From an optimization exercise on the open Yosys and OpenROAD flow, aimed at small area, a short achievable clock period and few clock cycles; shortcuts taken in it are not production practice.
In this exercise RTL edits were held to simulation tests only and were not proved equivalent to the original.

<file path="config.mk">
export PLATFORM = sky130hd
export DESIGN_NAME = solver
export DESIGN_NICKNAME = solver
export VERILOG_FILES = /design/flow/design.v
export SDC_FILE = /design/flow/constraint.sdc
export NUM_CORES = 4
export LEC_CHECK = 0
export CAP_MARGIN = 20
export CORE_MARGIN = 2
export CORE_UTILIZATION = 40
export SLEW_MARGIN = 20
</file>
<file path="constraint.sdc">
create_clock -name core_clock -period 22.0 [get_ports {clk}]
set_input_delay 4.4000 -clock core_clock [delete_from_list [all_inputs] [get_ports {clk}]]
set_output_delay 4.4000 -clock core_clock [all_outputs]
set_load 0.01 [all_outputs]
</file>
<file path="run.sh">
#!/bin/bash
# synth_recipe.tcl (not shown) runs the flow's synth.tcl, then flattens the netlist and writes it again
# the make line also repeats each setting of config.mk as NAME=value (left out here)
make -C /OpenROAD-flow-scripts/flow DESIGN_CONFIG=/design/flow/config.mk WORK_HOME=/design/flow/orfs CLKGATE_MAP_FILE= SYNTH_SCRIPT=/design/flow/synth_recipe.tcl finish
</file>
<file path="design.v">
module solver (
    input  logic        clk,
    input  logic        resetN,
    input  logic        start_enable,
    input  logic [31:0]  seq1_in,                     
    input  logic [31:0]  seq2_in,                     
    input  logic [127:0] above_row_score,             
    input  logic [127:0] left_col_score,              
    input  logic [3:0]   tile_row,                    
    input  logic [3:0]   tile_col,
    output logic         solver_done,
    output logic [511:0] arrow_matrix,                
    output logic [127:0] last_row_score,              
    output logic [127:0] last_col_score,              
    output logic [7:0]   max_score,                   
    output logic [7:0]   max_pos,                     
    output logic [3:0]   out_tile_row,                
    output logic [3:0]   out_tile_col                 
);
    logic [2047:0] score_matrix;        
    logic [511:0]  temp_arrow_matrix;   
    logic [7:0] current_max_score;
    logic [3:0] max_score_row, max_score_col;
    logic [4:0] current_diag;
    logic [1:0] seq1_chars [15:0];
    logic [1:0] seq2_chars [15:0];
    typedef enum logic [2:0] {IDLE, INIT, PROCESS_DIAG, UPDATE_SCORES, FINALIZE} state_t;
    state_t current_state, next_state;
    always_comb begin
        for(int i = 0; i < 16; i++) begin
            seq1_chars[i] = seq1_in[2*i +: 2];
            seq2_chars[i] = seq2_in[2*i +: 2];
        end
    end
    always_ff @(posedge clk or negedge resetN) begin
        if (!resetN)
            current_state <= IDLE;
        else
            current_state <= next_state;
    end
    always_comb begin
        next_state = current_state;
        case (current_state)
            IDLE: begin
                if (start_enable)
                    next_state = INIT;
            end
            INIT: begin
                next_state = PROCESS_DIAG;
            end
            PROCESS_DIAG: begin
                if (current_diag == 30)  
                    next_state = FINALIZE;
            end
            FINALIZE: begin
                next_state = IDLE;
            end
            default: next_state = IDLE;
        endcase
    end
    logic [15:0]  cell_valid;
    logic [63:0]  cell_col;      
    logic [127:0] cell_val;      
    logic [31:0]  cell_arrow;    
    logic [7:0]   diag_max;
    logic [3:0]   diag_max_row;
    logic [135:0] ext_row [16:0];    
    always_comb begin
        ext_row[0] = {above_row_score, 8'd0};
        for (int r = 0; r < 16; r++)
            ext_row[r+1] = {score_matrix[16*8*r +: 128], left_col_score[8*r +: 8]};
    end
    logic [127:0] lvl0_v;
    logic [63:0]  lvl0_r;
    logic [63:0]  lvl1_v;
    logic [31:0]  lvl1_r;
    logic [31:0]  lvl2_v;
    logic [15:0]  lvl2_r;
    logic [15:0]  lvl3_v;
    logic [7:0]   lvl3_r;
    always_comb begin
        for (int i = 0; i < 16; i++) begin
            logic [4:0] col;
            logic [7:0] h_diag, h_up, h_left;
            logic signed [9:0] diag_score, up_score, left_score;
            logic signed [9:0] max_val;
            logic [1:0] arrow;
            col = current_diag - 5'(i);
            cell_valid[i] = (current_diag >= 5'(i)) && (col < 5'd16);
            cell_col[4*i +: 4] = col[3:0];
            h_left = ext_row[i+1][8*col[3:0] +: 8];
            h_diag = ext_row[i][8*col[3:0] +: 8];
            h_up   = ext_row[i][8*({1'b0, col[3:0]} + 5'd1) +: 8];
            diag_score = $signed({2'b00, h_diag}) + ((seq1_chars[i] == seq2_chars[col[3:0]]) ? 10'sd1 : -10'sd1);
            up_score   = $signed({2'b00, h_up})   - 10'sd2;
            left_score = $signed({2'b00, h_left}) - 10'sd2;
            if (diag_score >= up_score && diag_score >= left_score && diag_score > 0) begin
                max_val = diag_score;
                arrow = 2'b01;  
            end
            else if (up_score >= left_score && up_score > 0) begin
                max_val = up_score;
                arrow = 2'b10;  
            end
            else if (left_score > 0) begin
                max_val = left_score;
                arrow = 2'b11;  
            end
            else begin
                max_val = '0;
                arrow = 2'b00;  
            end
            if (max_val > 10'sd255)
                max_val = 10'sd255;
            cell_val[8*i +: 8] = max_val[7:0];
            cell_arrow[2*i +: 2] = arrow;
        end
        for (int i = 0; i < 16; i++) begin
            lvl0_v[8*i +: 8] = cell_valid[i] ? cell_val[8*i +: 8] : 8'd0;
            lvl0_r[4*i +: 4] = 4'(i);
        end
        for (int i = 0; i < 8; i++) begin
            if (lvl0_v[16*i+8 +: 8] > lvl0_v[16*i +: 8]) begin
                lvl1_v[8*i +: 8] = lvl0_v[16*i+8 +: 8]; lvl1_r[4*i +: 4] = lvl0_r[8*i+4 +: 4];
            end else begin
                lvl1_v[8*i +: 8] = lvl0_v[16*i +: 8];   lvl1_r[4*i +: 4] = lvl0_r[8*i +: 4];
            end
        end
        for (int i = 0; i < 4; i++) begin
            if (lvl1_v[16*i+8 +: 8] > lvl1_v[16*i +: 8]) begin
                lvl2_v[8*i +: 8] = lvl1_v[16*i+8 +: 8]; lvl2_r[4*i +: 4] = lvl1_r[8*i+4 +: 4];
            end else begin
                lvl2_v[8*i +: 8] = lvl1_v[16*i +: 8];   lvl2_r[4*i +: 4] = lvl1_r[8*i +: 4];
            end
        end
        for (int i = 0; i < 2; i++) begin
            if (lvl2_v[16*i+8 +: 8] > lvl2_v[16*i +: 8]) begin
                lvl3_v[8*i +: 8] = lvl2_v[16*i+8 +: 8]; lvl3_r[4*i +: 4] = lvl2_r[8*i+4 +: 4];
            end else begin
                lvl3_v[8*i +: 8] = lvl2_v[16*i +: 8];   lvl3_r[4*i +: 4] = lvl2_r[8*i +: 4];
            end
        end
        if (lvl3_v[15:8] > lvl3_v[7:0]) begin
            diag_max = lvl3_v[15:8]; diag_max_row = lvl3_r[7:4];
        end else begin
            diag_max = lvl3_v[7:0];  diag_max_row = lvl3_r[3:0];
        end
    end
    always_ff @(posedge clk or negedge resetN) begin
        if (!resetN) begin
            current_diag <= '0;
            solver_done <= 0;
            max_score <= '0;
            max_pos <= '0;
            current_max_score <= '0;
            max_score_row <= '0;
            max_score_col <= '0;
            out_tile_row <= '0;
            out_tile_col <= '0;
            score_matrix <= '0;
            temp_arrow_matrix <= '0;
            arrow_matrix <= '0;
            last_row_score <= '0;
            last_col_score <= '0;
        end
        else begin
            case (current_state)
                IDLE: begin
                    if (start_enable)
                        solver_done <= 0;
                end
                INIT: begin
                    current_diag <= '0;
                    current_max_score <= '0;
                    max_score_row <= '0;
                    max_score_col <= '0;
                end
                PROCESS_DIAG: begin
                    for (int i = 0; i < 16; i++) begin
                        for (int j = 0; j < 16; j++) begin
                            if (cell_valid[i] && cell_col[4*i +: 4] == 4'(j)) begin
                                score_matrix[(16*i+j)*8 +: 8] <= cell_val[8*i +: 8];
                                temp_arrow_matrix[(16*i+j)*2 +: 2] <= cell_arrow[2*i +: 2];
                            end
                        end
                    end
                    if (diag_max > current_max_score) begin
                        current_max_score <= diag_max;
                        max_score_row <= diag_max_row;
                        max_score_col <= cell_col[4*diag_max_row +: 4];
                    end
                    current_diag <= current_diag + 1;
                end
                FINALIZE: begin
                    for (int i = 0; i < 16; i++) begin
                        for (int j = 0; j < 16; j++) begin
                            arrow_matrix[32*i + 2*j +: 2] <= temp_arrow_matrix[(16*i+j)*2 +: 2];
                        end
                        last_row_score[8*i +: 8] <= score_matrix[(16*15+i)*8 +: 8];
                        last_col_score[8*i +: 8] <= score_matrix[(16*i+15)*8 +: 8];
                    end
                    max_score <= current_max_score;
                    max_pos <= {max_score_row, max_score_col};
                    out_tile_row <= tile_row;
                    out_tile_col <= tile_col;
                    solver_done <= 1;
                end
                default: ;
            endcase
        end
    end
endmodule
</file>
==> results by group <==
Routing
  – WL/cell: 30.9 um
  – Vias/cell: 6.19
  – # DRC: 0
  – Starting DRT DRC Count: 18200
  – Routed WL: 818 mm
  – DRT Pass-1 Iters: 7
  – Antenna Nets Post-Route: 0
  – Vias: 164000

Timing
  – Clock Skew: 0.118 ns
  – Peak Freq: 47.3 MHz
  – Final setup viols: 0
  – Crit path time final: 21.15 ns
  – Worst slew pin tran: 1.35 ns
  – Final Hold Viols: 0
  – Final worst path period share: 0.962
  – Fin Hold WS: 0.457 ns
  – Max_slew headroom: 0.0875
  – Setup TNS Final: 0 ns
  – RSZ-0062 raised after global routing: false
  – Max-slew violation count: 0

Run status
  – Outcome: no timing/DRC/antenna violations

Setup path
  – R2R setup slack: 1.93 ns
  – Critical path's slowest cell: clkdlybuf4s50_1
  – Crit path kind: in -> reg
  – Most common cell on crit path: o21a_1
  – Worst setup endpoint: current_max_score[1]$_DFFE_PN0P_
  – Worst EP required: 22.94 ns
  – Setup crit end kind: flip-flop
  – Arr. time, crit path: 22.09 ns
  – FF-to-FF End: current_max_score[1]$_DFFE_PN0P_
  – Worst reg2reg startpoint: current_diag[1]$_DFFE_PN0N_
  – Slowest stage delay, CP: 0.83 ns
  – CP Max Fanout: 18
  – R2R depth: 78
  – Critical path origin: seq2_in[24]
  – CP Launch Type: input port

Placement
  – Dpl hpwl: 596 mm
  – Post-DP Area: 230000 sq um
  – Port bufs: 1123
  – RD Place Congestion: 0.972

Finish
  – Most frequent cells in the layout: 3364 x dfrtp_1, 2040 x nand2_1, 1880 x mux2_2
  – Fraction of layout instances using a drive strength above 1: 0.259
  – Area Growth Syn to Fin: 15.6%
  – Final nets: 20200
  – Finished Core Util: 0.464
  – Most common cell after layout, fill and taps aside: dfrtp_1
  – Post-Layout Inst Area: 244000 sq um

Clock tree
  – Max Root-Sink Buffers: 4
  – CTS Sinks: 3369
  – Clock tree root driver cell: clkbuf_16
  – Clk slew on worst S/H paths: 0.06 ns
  – H-tree Lvls: 5
  – Cts bufs inserted: 380
  – CTS tree: built
  – # hold bufs at CTS: 0
  – Clock latency on the worst-skew pair: 1.10 ns

Floorplan
  – Die Y: 730 um
  – Initial Utilization: 0.401
  – Ports: 1124
  – Cell Rows: 266
  – Die width: 730 um
  – Core Box Area: 525000 sq um
  – Area of the die: 533000 sq um

GRT
  – Global-route wire length before repair: 1170 mm
  – Initial antenna violation count: 154
  – Largest net degree at the start of global routing: 178
  – Routing usage on met1: 0.408
  – Total GRT Usage: 0.300
  – GR Layer Usage met3: 0.0810
  – Total grt overflow: 0
  – GR peak layer: met2
  – Vias in the first global route: 158000
  – Met2 Track Usage GR: 0.447

Yosys
  – Syn Std Cell Area: 211000 sq um
  – Simple-gate share of the synthesized area: 0.0960
  – Yosys cell types: 158
  – Xor and xnor area share after synthesis: 0.0130
  – Post-synth EDFFs: 0
  – Asr flop ratio synth: 1.00
  – Mux contribution to synthesized area: 0.299
  – Adder-Cell Fraction of Synth Area: 0.0483
  – Syn. warnings: 4
  – Post-Synthesis Cells: 18300
  – Syn Nets: 19400
  – Synth Area in Compound Gates: 0.106
  – Ys flop type: dfrtp_1
  – Avg Inst Size Synth: 11.5 sq um
  – Seq/Total Area, Yosys: 0.400
  – Largest family of logic cells by synthesized area: multiplexers
  – Seq cells post-synth: 3369

Hold path
  – Worst min-delay path class: reg -> reg

Flow run
  – MaxCap Viol Count: 0
==> worst max-delay path: cells and delay by family <==
| kind | cells | cell delay (ns) |
|---|---|---|
| AOI/OAI and AO/OA | 39 | 8.03 |
| and+or+nand+nor | 19 | 4.64 |
| adders and majority gates | 7 | 2.24 |
| buffers and inverters | 6 | 1.73 |
| muxes | 3 | 0.59 |
| xor gates and xnor gates | 1 | 0.39 |
==> state kept, by name (all words and copies together) (netlist names) <==
| signal | flops |
|---|---|
| max_score_row | 4 |
| current_state | 3 |
| max_score | 8 |
| temp_arrow_matrix | 512 |
| arrow_matrix | 512 |
| out_tile_row | 4 |
| max_pos | 8 |
| solver_done | 1 |
| out_tile_col | 4 |
| current_max_score | 8 |
| score_matrix | 2048 |
| current_diag | 5 |
| last_col_score | 120 |
| max_score_col | 4 |
| last_row_score | 128 |
==> worst min-delay path by stage <==
stage / to / startpoint / depth (start not counted)
after floorplan: current_state[0]$_DFFE_PN0P_ / current_state[2]$_DFFE_PN0P_ / 1
after global placement: temp_arrow_matrix[46]$_DFFE_PN0P_ / temp_arrow_matrix[46]$_DFFE_PN0P_ / 2
after detailed placement: temp_arrow_matrix[438]$_DFFE_PN0P_ / temp_arrow_matrix[438]$_DFFE_PN0P_ / 2
after CTS: arrow_matrix[65]$_DFFE_PN0P_ / temp_arrow_matrix[65]$_DFFE_PN0P_ / 1
after global routing: arrow_matrix[65]$_DFFE_PN0P_ / temp_arrow_matrix[65]$_DFFE_PN0P_ / 1
final: arrow_matrix[425]$_DFFE_PN0P_ / temp_arrow_matrix[425]$_DFFE_PN0P_ / 1
==> cells by family (layout without fill, tap and decap cells) <==
group / Yosys count / count (layout)
xor+xnor: 296 / 296
mux: 4043 / 4043
compound gates: 3567 / 3567
buf+inv: 1725 / 2838
other cells: 0 / 95
flops: 3369 / 3369
simple gates: 4480 / 4480
fa+ha+maj: 804 / 804
==> per-stage QoR <==
step	std cells	worst slack, ns
after floorplan	18300	1.94
after global placement	25700	0.395
after detailed placement	25700	0.402
after CTS	26400	1.41
after global routing	26400	0.0216
final	26500	0.845
==> repair_timing <==
item / in CTS / in global routing
setup endpoints to repair: 0 / 2
buffers inserted: 0 / 2
gates resized for setup: 0 / 4
==> Yosys cell counts, drive strengths merged, types with 76 or more instances <==
cell type     n  share of area
o21a        113         0.0040
inv         458         0.0082
mux4       1585           0.17
xor2        120         0.0052
nor2       1120          0.020
o21ai      1374          0.033
o211ai       85         0.0031
ha          788          0.047
a22oi       120         0.0044
nor3        176         0.0046
a21oi       834          0.020
buf         505          0.016
nand3       307         0.0073
a211oi      125         0.0047
and2         94         0.0028
nand2      2047          0.037
a21o        142         0.0051
nand4        76         0.0023
a31oi        84         0.0026
mux2i       573          0.028
xnor2       176         0.0077
nor2b       144         0.0043
mux2       1885           0.10
clkbuf      759          0.014
dfrtp      3369           0.40
nand2b      117         0.0035
==> layout make-up <==
class	count	area, sq um
fill	47900	281000
clock inverter	162	2380
clock buffer	528	11000
sequential	3369	84300
inverter	460	1740
tap	6968	8720
antenna	95	238
timing repair buffer	1688	15900
multi-input combinational	13200	119000
==> layer usage <==
| layer | part of all wire | up-vias | routed length [um] |
|---|---|---|---|
| met5 | 0.00065 | - | 531 |
| met4 | 0.054 | 76 | 44000 |
| met3 | 0.10 | 1604 | 82300 |
| met2 | 0.44 | 8050 | 358000 |
| met1 | 0.41 | 84000 | 333000 |
| li1 | - | 70100 | - |
Testbench counts, summed over its fixed seeds: cycles 26,112.

==> port drivers added, routing unchanged <==
In the flow no input, the clock included, has a driving cell. The finished layout below was timed again as built, in two steps. Step 1: set_driving_cell puts a clkbuf_16 on clk and a buf_2 on each other input, an assumption about the parent block. Step 2 adds t to the input delays and takes it off the output delays; t is the mean of the earliest and latest rising clock arrival at the registers after step 1. Input paths then give back, and output paths get back, about the clock's delay inside the block. Slacks: ideal / step 1 / step 2; pairs: ideal / step 1.
t (ns): 1.148
slack for setup (ns): 0.845 / 0.948 / -0.200
worst setup path at the end: input to register
clock arrival spread, ns: 0.142 / 0.142
With both steps, setup timing fails in this run, where it was met with ideal ports. The setup slack of this run moves by +0.103 ns with the drivers and by -1.045 ns with both steps.
